What follows belongs to an exercise in optimizing a design on an open flow for small area, a short achievable clock period and few clock cycles per item; a production flow would make more cautious choices.
At most, simulation tests tie the RTL to the original design; equivalence was not proved.
Power figures rest on the tool's default switching activity, not on a simulated workload.

try-onyx:
Design Cache, start of the top module:
module Cache (
    input wire clk,
    input wire rst_n,
    input wire enable,
    input wire [31:0] address,
    output reg [31:0] data_out,
    output reg data_out_ready,
    input wire [31:0] data_in,
    input wire [3:0] write_enable,
    output reg busy,
    output reg br_cmd,
    output reg br_cmd_en,
    output wire [20:0] br_addr,
    output wire [63:0] br_wr_data,
    output wire [7:0] br_data_mask,
    input wire [63:0] br_rd_data,
    input wire br_rd_data_valid
);
For scale: about 680 cells after synthesis, about 270 I/O pins.
==> flow/config.mk <==
export PLATFORM = sky130hd
export DESIGN_NAME = Cache
export DESIGN_NICKNAME = Cache
export VERILOG_FILES = /design/flow/design.v
export SDC_FILE = /design/flow/constraint.sdc
export NUM_CORES = 4
export LEC_CHECK = 0
export CAP_MARGIN = 20
export CORE_MARGIN = 2
export CORE_UTILIZATION = 40
export CTS_CLUSTER_DIAMETER = 60
export CTS_CLUSTER_SIZE = 30
export SLEW_MARGIN = 20
==> flow/constraint.sdc <==
create_clock -name core_clock -period 10.0 [get_ports {clk}]
set_input_delay 2.0000 -clock core_clock [delete_from_list [all_inputs] [get_ports {clk}]]
set_output_delay 2.0000 -clock core_clock [all_outputs]
set_load 0.01 [all_outputs]
standard.sh (not shown) runs the stock make flow with config.mk's settings and CLKGATE_MAP_FILE= SYNTH_SCRIPT=/design/flow/synth_recipe.tcl, a recipe that flattens the netlist after the stock synthesis.
==> flow/flow/run.sh <==
#!/bin/bash
# Standard layout, with plain buffers (instead of the default delay buffers) on the ports
# and the given repair targets.
set -euo pipefail
export BUFFER_PORTS_ARGS="-buffer_cell sky130_fd_sc_hd__buf_1"
bash standard.sh  finish > standard_flow.log 2>&1
try-onyx finished every stage and its layout cleared the timing, DRC and antenna checks.
Inputs modified between try-onyx and try-delta:
diff --git a/flow/config.mk b/flow/config.mk
--- a/flow/config.mk
+++ b/flow/config.mk
@@ -9,5 +9,3 @@
 export CORE_MARGIN = 2
-export CORE_UTILIZATION = 40
-export CTS_CLUSTER_DIAMETER = 60
-export CTS_CLUSTER_SIZE = 30
+export CORE_UTILIZATION = 60
 export SLEW_MARGIN = 20
Findings:
- try-delta: tap cell count about 32% below try-onyx
- Looking at try-onyx and try-delta, the clock skew is a wash.
- Diff try-onyx -> try-delta: total wire length saw an increase; remaining max-slew budget at the tightest pin saw an increase.
- In the reports for try-onyx and try-delta, the smaller part of the power in the clock network belongs to try-onyx.
- Compare try-onyx and try-delta | worst setup slack higher: try-delta
- Going from try-onyx to try-delta, die area lost about 33%, global-route usage over all layers picked up an extra 7.7 points, number of cells in the design after placement lost 8.6%.
[inputs] try-ember vs try-delta
diff --git a/flow/config.mk b/flow/config.mk
--- a/flow/config.mk
+++ b/flow/config.mk
@@ -9,3 +9,3 @@
 export CORE_MARGIN = 2
-export CORE_UTILIZATION = 60
+export CORE_UTILIZATION = 40
 export SLEW_MARGIN = 20
Results
try-delta -> try-ember: critical path's largest stage delay flat
Measured against each other, try-ember and try-delta differ in power per cell area, the lower figure coming from try-ember.
Routed length on met3 in try-ember vs try-delta: down about 20%
try-ember vs. try-delta: relative slew slack -6.6 points; number of tap cells added at floorplan +103; count of mapped cells out of synthesis ~0 delta; final worst hold slack ~0 delta.
Of try-ember and try-delta, the run reporting the higher non-clock buffer count was try-ember.
Between try-ember and try-delta, the combinational power is lower for try-delta.
Re largest fanout of any net on the critical path: no difference whatsoever between try-ember and try-delta.
Compared with try-delta, try-ember ends up with a larger final cell area.
No functional check of the RTL was part of any run of this note.

========
job 8098:
Cache, a different RTL version from the one above (not shown whole).
Size in the first run: roughly 690 cells after synthesis, roughly 9300 um2 of cells after synthesis.
==> flow/design.v (excerpt) <==
module Cache (
    input wire clk,
    input wire rst_n,
    input wire enable,
    input wire [31:0] address,
    output reg [31:0] data_out,
    output reg data_out_ready,
    input wire [31:0] data_in,
    input wire [3:0] write_enable,
    output reg busy,
    output reg br_cmd,
    output reg br_cmd_en,
    output wire [20:0] br_addr,
    output wire [63:0] br_wr_data,
    output wire [7:0] br_data_mask,
    input wire [63:0] br_rd_data,
    input wire br_rd_data_valid
);
export LEC_CHECK = 0
export CAP_MARGIN = 20
export CORE_MARGIN = 2
export CORE_UTILIZATION = 40
export CTS_CLUSTER_DIAMETER = 60
export CTS_CLUSTER_SIZE = 30
export SLEW_MARGIN = 20
export TNS_END_PERCENT = 0
create_clock -name core_clock -period 10.0 [get_ports {clk}]
==> flow/flow/run.sh <==
#!/bin/bash
# Standard layout, with plain buffers (instead of the default delay buffers) on the ports
# and the given repair targets.
set -euo pipefail
export BUFFER_PORTS_ARGS="-buffer_cell sky130_fd_sc_hd__buf_1"
bash standard.sh SETUP_SLACK_MARGIN=7.2 finish > standard_flow.log 2>&1
Testbench counts of job 8098, summed over its fixed seeds: cycles 246,345, transactions 16,000.
[inputs] job 3038 vs job 8098
- TNS_END_PERCENT removed (was 0)
==> flow/flow/run.sh <==
#!/bin/bash
# Standard layout, with plain buffers (instead of the default delay buffers) on the ports
# and the given repair targets.
set -euo pipefail
export BUFFER_PORTS_ARGS="-buffer_cell sky130_fd_sc_hd__buf_1"
bash standard.sh  finish > standard_flow.log 2>&1
==> run summary <==
The final layout from job 3038, which completed every stage, passed the timing, DRC and antenna checks at the end of the flow.
Job 3038: via count of the first global-routing pass higher than job 8098
Quantity of hold-fixing buffers added after cts: job 3038 vs job 8098, no meaningful difference
Taking job 8098 as the reference, in job 3038 non-clock buffering overhead in the final layout shows a reduction of 0.63 points, wire length reported by the detailed router shows a reduction of 0.95%.

========
The RTL this note starts from:
==> flow/design.v <==
`timescale 100ps / 100ps
`default_nettype none
module BESDPB #(
    parameter DATA_FILE = "",
    parameter ADDRESS_BITWIDTH = 16,
    parameter DATA_BITWIDTH = 32,
    parameter COLUMN_BITWIDTH = 8,
    parameter COLUMN_COUNT = DATA_BITWIDTH / COLUMN_BITWIDTH
) (
    input wire clk,
    input wire [COLUMN_COUNT-1:0] write_enable,
    input wire [ADDRESS_BITWIDTH-1:0] address,
    output wire [DATA_BITWIDTH-1:0] data_out,
    input wire [DATA_BITWIDTH-1:0] data_in
);
  reg [DATA_BITWIDTH-1:0] data[2**ADDRESS_BITWIDTH-1:0];
  assign data_out = data[address];
  always @(posedge clk) begin
    for (int i = 0; i < COLUMN_COUNT; i++) begin
      if (write_enable[i]) begin
        data[address][(i+1)*COLUMN_BITWIDTH-1-:COLUMN_BITWIDTH] <= data_in[(i+1)*COLUMN_BITWIDTH-1-:COLUMN_BITWIDTH];
      end
    end
  end
endmodule
`default_nettype wire
`default_nettype none
module Cache (
    input wire clk,
    input wire rst_n,
    input wire enable,
    input wire [31:0] address,
    output reg [31:0] data_out,
    output reg data_out_ready,
    input wire [31:0] data_in,
    input wire [3:0] write_enable,
    output reg busy,
    output reg br_cmd,
    output reg br_cmd_en,
    output wire [20:0] br_addr,
    output wire [63:0] br_wr_data,
    output wire [7:0] br_data_mask,
    input wire [63:0] br_rd_data,
    input wire br_rd_data_valid
);
  localparam COMMAND_DELAY_INTERVAL = 4'd12;
  reg [63:0] s0, s1, s2, s3;   
  reg [3:0] ph;   
  reg [15:0] tag;   
  reg valid;   
  reg dirty;   
  reg fill;   
  reg ack;   
  reg [7:0] wsel;   
  reg [3:0] cmd_cnt;   
  reg cmd_wait;   
  reg eq;   
  reg live;   
  wire [15:0] a_tag = address[20:5];
  wire [1:0] a_beat = address[4:3];
  wire is_wr = |write_enable;
  wire req = enable && !ack;
  wire tag_eq = tag == a_tag;
  wire [3:0] ph1 = {ph[2:0], ph[3]};   
  wire [3:0] ph2 = {ph[1:0], ph[3:2]};   
  wire beat_ok = is_wr ? ph2[a_beat] : ph1[a_beat];
  wire next_ok = !fill || br_rd_data_valid;
  wire last_beat = fill && br_rd_data_valid && ph[2];
  wire [63:0] ring_in = fill ? br_rd_data : s0;
  wire [63:0] s3_d;
  generate
    for (genvar b = 0; b < 8; b++) begin : merge
      assign s3_d[b*8+:8] = wsel[b] ? data_in[(b%4)*8+:8] : ring_in[b*8+:8];
    end
  endgenerate
  wire can_cmd = req && !fill && !br_cmd_en && !cmd_wait;
  wire tag_ld = can_cmd && !(valid && dirty);
  wire rd_go = tag_ld && !(valid && tag_eq);
  wire wb_go = can_cmd && valid && dirty && !tag_eq && ph[3];
  wire rd_cmd = br_cmd_en && !br_cmd;   
  wire wb_cmd = br_cmd_en && br_cmd;   
  wire ack_d = req && live && eq && (valid || fill) && next_ok && beat_ok;
  always_ff @(posedge clk) begin
    s0 <= s1;
    s1 <= s2;
    s2 <= s3;
    s3 <= s3_d;
    data_out <= address[2] ? s3_d[63:32] : s3_d[31:0];
    br_cmd <= wb_go;
    if (tag_ld) tag <= a_tag;
    eq <= tag_eq;
    if (br_cmd_en) cmd_cnt <= COMMAND_DELAY_INTERVAL;
    else if (cmd_wait) cmd_cnt <= cmd_cnt - 4'd1;
    if (rd_cmd) ph <= 4'b1000;
    else if (next_ok) ph <= ph1;
    data_out_ready <= ack_d && !is_wr;
    busy <= !(ack_d && is_wr);
    for (int b = 0; b < 8; b++) wsel[b] <= ack_d && write_enable[b%4] && (address[2] == (b / 4));
  end
  always_ff @(posedge clk, negedge rst_n) begin
    if (!rst_n) begin
      valid <= 0;
      dirty <= 0;
      fill <= 0;
      ack <= 0;
      live <= 0;
      br_cmd_en <= 0;
      cmd_wait <= 0;
    end else begin
      br_cmd_en <= wb_go || rd_go;
      if (br_cmd_en) cmd_wait <= 1;
      else if (cmd_wait) cmd_wait <= cmd_cnt != 4'd1;
      if (wb_cmd) dirty <= 0;
      if (ack && is_wr) dirty <= 1;
      if (rd_cmd) fill <= 1;
      if (last_beat) begin
        fill <= 0;
        valid <= 1;
      end
      ack <= ack_d;
      live <= req && !ack_d;
    end
  end
  assign br_addr = {tag, 5'b0};
  assign br_wr_data = s3;
  assign br_data_mask = 8'b0;
endmodule
`default_nettype wire
==> flow/config.mk <==
export PLATFORM = sky130hd
export DESIGN_NAME = Cache
export DESIGN_NICKNAME = Cache
export VERILOG_FILES = /design/flow/design.v
export SDC_FILE = /design/flow/constraint.sdc
export NUM_CORES = 4
export LEC_CHECK = 0
export CAP_MARGIN = 20
export CORE_MARGIN = 2
export CORE_UTILIZATION = 40
export CTS_CLUSTER_DIAMETER = 80
export CTS_CLUSTER_SIZE = 36
export SLEW_MARGIN = 20
export TNS_END_PERCENT = 0
==> flow/constraint.sdc <==
create_clock -name core_clock -period 10.0 [get_ports {clk}]
set_input_delay 2.0000 -clock core_clock [delete_from_list [all_inputs] [get_ports {clk}]]
set_output_delay 2.0000 -clock core_clock [all_outputs]
set_load 0.01 [all_outputs]
==> flow/flow/run.sh <==
#!/bin/bash
# Standard layout, with plain buffers (instead of the default delay buffers) on the ports
# and the given repair targets.
set -euo pipefail
export BUFFER_PORTS_ARGS="-buffer_cell sky130_fd_sc_hd__buf_1"
bash standard.sh SETUP_SLACK_MARGIN=7.0 finish > standard_flow.log 2>&1
Testbench counts at the start, summed over its fixed seeds: cycles 246,345, transactions 16,000.
Next try:
--- a/flow/config.mk
+++ b/flow/config.mk
@@ -11,2 +11,2 @@
-export CTS_CLUSTER_DIAMETER = 80
-export CTS_CLUSTER_SIZE = 36
+export CTS_CLUSTER_DIAMETER = 100
+export CTS_CLUSTER_SIZE = 33
- via count rose by about 0.4%
- power fell by about 1%
- synthesized area stays the same
- clock-buffer cell count rose by 1
- die area is unchanged
- final area fell by about 0.47%
- worst hold slack loses 38 ps
- wire length rose by about 0.6%
- critical path depth is unchanged

## port drivers added, routing unchanged
Ports are ideal in the flow. The routed layouts listed here were re-timed in OpenROAD. Step 1 sets driving cells, clkbuf_16 on the clock port and buf_2 on the other inputs (assumed; they add their load-dependent delay and slew). Step 2 moves the port delays by t, midway between the first and last clock arrival at a register: inputs arrive t later, outputs are due t later. That takes back most of the time a late clock gives input paths. a / b / c = ideal / step 1 / step 2; a / b = the first two.
run	t, ns	setup WS [ns]	latest minus earliest clock arrival (ns)
try-onyx	0.557	6.602 / 6.624 / 6.066	0.019 / 0.019
try-delta	0.579	6.623 / 6.645 / 6.067	0.013 / 0.013
try-ember	0.584	6.619 / 6.640 / 6.056	0.023 / 0.024
job 8098	0.564	6.899 / 6.852 / 6.451	0.029 / 0.029
job 3038	0.579	6.778 / 6.731 / 6.550	0.021 / 0.020
the first run of note 3	0.534	6.929 / 6.886 / 6.456	0.026 / 0.025
the second run of note 3	0.522	6.917 / 6.873 / 6.485	0.037 / 0.037
After both steps setup and hold are still met in every run listed. The setup slack of try-ember, which loses most, moves by +0.021 ns with the drivers and by -0.563 ns with both steps.
